Background: an optimization exercise with open tools, aiming at small area. Do not read the settings as production practice.
At most, simulation tests tie the RTL to the original design; equivalence was not proved.
Power is estimated from default activity; no workload was simulated.

Setup of 12-01:
## typing_test_top
module typing_test_top(
        input wire clk,
        input wire rst,  
        input wire [3:0] rows,
        output wire [3:0] cols,
        output wire [3:0] Anode_Activate,
        output wire [6:0] LED_out,
        output wire SSD_Anode_Activate,
        output wire [6:0] SSD_LED_out
    );
Size: about 200 flip-flops, about 29 I/O pins, about 12,000 µm² of cells after synthesis.
clock: 160.0 ns
lec_check: 0
abc_area: 0
cap_margin: 20
core_margin: 2
core_utilization: 60
cts_buf_list: sky130_fd_sc_hd__clkbuf_4
cts_cluster_diameter: 50
cts_cluster_size: 8
slew_margin: 20
standard.sh (not shown) runs the stock make flow with config.mk's settings and CLKGATE_MAP_FILE= SYNTH_SCRIPT=/design/flow/synth_recipe.tcl, a recipe that flattens the netlist after the stock synthesis.
==> flow/flow/run.sh <==
#!/bin/bash
# The standard layout (standard.sh), with two changes: the ports are buffered
# with the smallest buffer, and clock tree synthesis adds no dummy loads.
set -euo pipefail
export BUFFER_PORTS_ARGS="-buffer_cell sky130_fd_sc_hd__buf_1"
export CTS_ARGS="-sink_clustering_enable -repair_clock_nets -dont_use_dummy_load -buf_list sky130_fd_sc_hd__clkbuf_4 -sink_clustering_size 8 -sink_clustering_max_diameter 50"
bash standard.sh finish > standard.log 2>&1
Modified inputs, 03-11 compared to 12-01
diff --git a/flow/design.v b/flow/design.v
--- a/flow/design.v
+++ b/flow/design.v
@@ -339,35 +339,27 @@
         if (start) begin
             at <= 4'd10;
             ao <= 4'd0;
             acc_d1 <= 4'd0;
             acc_d2 <= 4'd0;
             cd <= 16'd0;
-            S <= 16'd0;
+            S <= 16'hFFFF;
             nz <= 1'b0;
         end else if (tpress) begin
             acc_d1 <= nd1;
             acc_d2 <= nd2;
+            S <= S_inc;
             if (correct) begin
                 cd <= cd_inc;
                 nz <= 1'b1;
             end
-            if (nz) begin
-                at <= 4'd0;
-                ao <= 4'd0;
-            end else begin
-                at <= 4'd10;
-                ao <= 4'd0;
-                S <= S_inc;
-            end
-        end else begin
-            if (aj) begin
-                at <= un_h;
-                ao <= un_o;
-            end
-            if (aj_done) S <= S_inc;
+            at <= nz ? 4'd0 : 4'd10;
+            ao <= 4'd0;
+        end else if (aj) begin
+            at <= un_h;
+            ao <= un_o;
         end
     end
     always @(posedge clk) begin
         if (start || word_done) begin
             cw <= lfsr;
             cw_rev <= start;
Results
Critical path depth sits higher in 03-11 than in 12-01. For summed area of non-filler cells in the final layout, 12-01 and 03-11 come out practically identical. Changes observed in 03-11 relative to 12-01: global-route usage barely changed, largest fanout on the critical path now larger, number of ordinary inverters in the final layout climbed 1, internal portion of total power decreased by 1.1% relative to the old numbers. 03-11 has more setup slack than 12-01. When 03-11 is set beside 12-01, its post-layout utilization of the core turns out to be 0.31 points larger.
No functional check of the RTL was part of 03-11.

typing_test_top, a different RTL version from the one above (not shown whole).
Size in the first run: ~1,500 cells after synthesis, roughly 200 flip-flops.
export LEC_CHECK = 0
export ABC_AREA = 1
export CAP_MARGIN = 20
export CORE_MARGIN = 2
export CORE_UTILIZATION = 60
export SLEW_MARGIN = 20
create_clock -name core_clock -period 160.0 [get_ports {clk}]
==> flow/flow/run.sh <==
#!/bin/bash
# The standard layout (standard.sh), with two changes: the ports are buffered
# with the smallest buffer, and clock tree synthesis adds no dummy loads and
# builds its tree from clkbuf_8.
set -euo pipefail
export BUFFER_PORTS_ARGS="-buffer_cell sky130_fd_sc_hd__buf_1"
export CTS_ARGS="-sink_clustering_enable -repair_clock_nets -dont_use_dummy_load -buf_list sky130_fd_sc_hd__clkbuf_8"
bash standard.sh finish > standard.log 2>&1
The first run passed the timing, design-rule and antenna checks.
Edit:
--- a/flow/design.v
+++ b/flow/design.v
@@ -172,15 +172,15 @@
             nd2 = 4'd10;
         end else begin
             nd2 = ao;
             if (at == 4'd0 && o_lt) nd1 = le6 ? 4'd9 : 4'd8;
             else nd1 = o_lt ? at_m[3:0] : at;
         end
     end
-    wire [15:0] wc_inc = inc16({2'd0, wc});
+    wire [15:0] wc_next = inc16c({2'd0, wc}, word_done);
     wire nz = (|wc) | ~&cdig;        
     wire e_one9 = e_one[3] & e_one[0];
     wire [15:0] E_next = inc16c(E, tick);
     wire [15:0] e_one_next = inc16c({12'd0, e_one}, tick);
     wire [15:0] e_ten_next = inc16c({12'd0, e_ten}, tick && e_one9);
     wire [15:0] S_next = inc16c(S, tpress);
     always @(posedge clk) begin
@@ -222,23 +222,23 @@
     reg lastw;
     wire ax = aj || lj;
     wire running = ax || wjp;
     wire [1:0] ni = is_sel ? led_select : p[1:0];
     wire [3:0] nwn = ni[1] ? (ni[0] ? nw0 : nw1) : (ni[0] ? nw2 : nw3);
     wire [3:0] a = p[2] ? 4'd0 : nwn;
     wire st_add = !st;
-    wire [15:0] dv = aj ? S : lj ? wc_inc : E;
+    wire [15:0] dv = aj ? S : lj ? {2'd0, wc} : E;
     wire [20:0] xs = add20(X, st_add ? {16'd0, a} : {4'hF, ~dv}, !st_add && (aj || (!lj && job1)));
     wire fits = xs[20];
     wire fits_e = fits && !lj;
     wire p5 = p[2] & p[0];
     wire p3 = !p[2] & p[1] & p[0];
     wire last = lj ? p3 : p5;
     wire m6 = p[2] && !p[0] && !ax;      
-    wire [20:0] xm = add20({2'd0, X[17:0]}, m6 ? {1'b0, X[17:0], 1'b0} : {X[17:0], 2'b00}, 1'b0);
+    wire [20:0] xm = add20({4'd0, X[15:0]}, m6 ? {3'd0, X[15:0], 1'b0} : {2'd0, X[15:0], 2'b00}, 1'b0);
     wire [19:0] xsc = {xm[18:0], 1'b0};
     wire [3:0] uh = vh;
     wire [3:0] uo = vo;
     wire [20:0] uh10_w = add20({16'd0, uo}, {16'd0, uh[2:0], 1'b0}, 1'b0);
     wire [3:0] uh10 = {uh10_w[3] ^ uh[0], uh10_w[2:0]};                   
     wire [3:0] f6 = {1'b0,
                      uo[3] | (uo[2] & uo[1] & uo[0]),
@@ -297,15 +297,15 @@
                 else begin
                     ch <= vh;
                     co <= vo;
                     wjp <= 1'b1;
                 end
             end
         end
-        if (lj_done) lastw <= !fits;
+        if (lj_done) lastw <= !fits || ~|xs[19:0];     
         if (init_aj) begin
             X <= {4'd0, wc, ~cdig};
             p <= 3'd3;
             st <= 1'b1;
         end else if (init_lj || init_wj) begin
             X <= 20'd0;
             p <= 3'd0;
@@ -331,24 +331,23 @@
             vh <= 4'd0;
             vo <= 4'd0;
         end else if (running && !lj) begin
             vh <= un_h;
             vo <= un_o;
         end
         S <= start ? 16'hFFFF : S_next;
+        wc <= start ? 14'd0 : wc_next[13:0];
         if (start) begin
             at <= 4'd10;
             ao <= 4'd0;
             acc_d1 <= 4'd0;
             acc_d2 <= 4'd0;
-            wc <= 14'd0;
         end else if (tpress) begin
             acc_d1 <= nd1;
             acc_d2 <= nd2;
-            if (correct && cdig == 2'd0) wc <= wc_inc[13:0];
             if (!nz) begin
                 at <= 4'd10;
                 ao <= 4'd0;
             end
         end else if (aj_done) begin
             at <= vh;
             ao <= vo;
After rerunning: Wire length increases by 3.5%; clock skew increases by 0.0079 ns; setup slack improved by 0.0080 ns; clock power hardly moves; global-route usage increases by 0.57 points; core utilization increases by 0.60 points; fmax is about the same; die area increases by 1.6%; design area increases by 2.0%.
For the second run of this note, only the layout was checked, not whether the RTL still works.

## re-timing with driven ports
How much do the figures lean on ideal ports? The routed layouts below were timed once more, with nothing changed but the port constraints. Step 1 sets driving cells, clkbuf_16 on the clock port and buf_2 on the other inputs (assumed; they add their load-dependent delay and slew). Step 2 adds t to the input delays and takes it off the output delays; t is the mean of the earliest and latest rising clock arrival at the registers after step 1. Input paths then give back, and output paths get back, about the clock's delay inside the block. Slacks: no drivers / after step 1 / after step 2; pairs: no drivers / after step 1.
run | shift t [ns] | slack for setup (ns) | worst setup path after step 2 | pins driven straight from the clock port
12-01 | 0.702 | 123.905 / 123.867 / 124.569 | register to output | 1
03-11 | 0.692 | 124.000 / 123.961 / 124.653 | register to output | 1
the first run of note 2 | 0.508 | 124.659 / 124.615 / 125.123 | register to output | 1
the second run of note 2 | 0.500 | 124.667 / 124.623 / 125.123 | register to output | 1
After both steps every run listed still meets setup and hold.
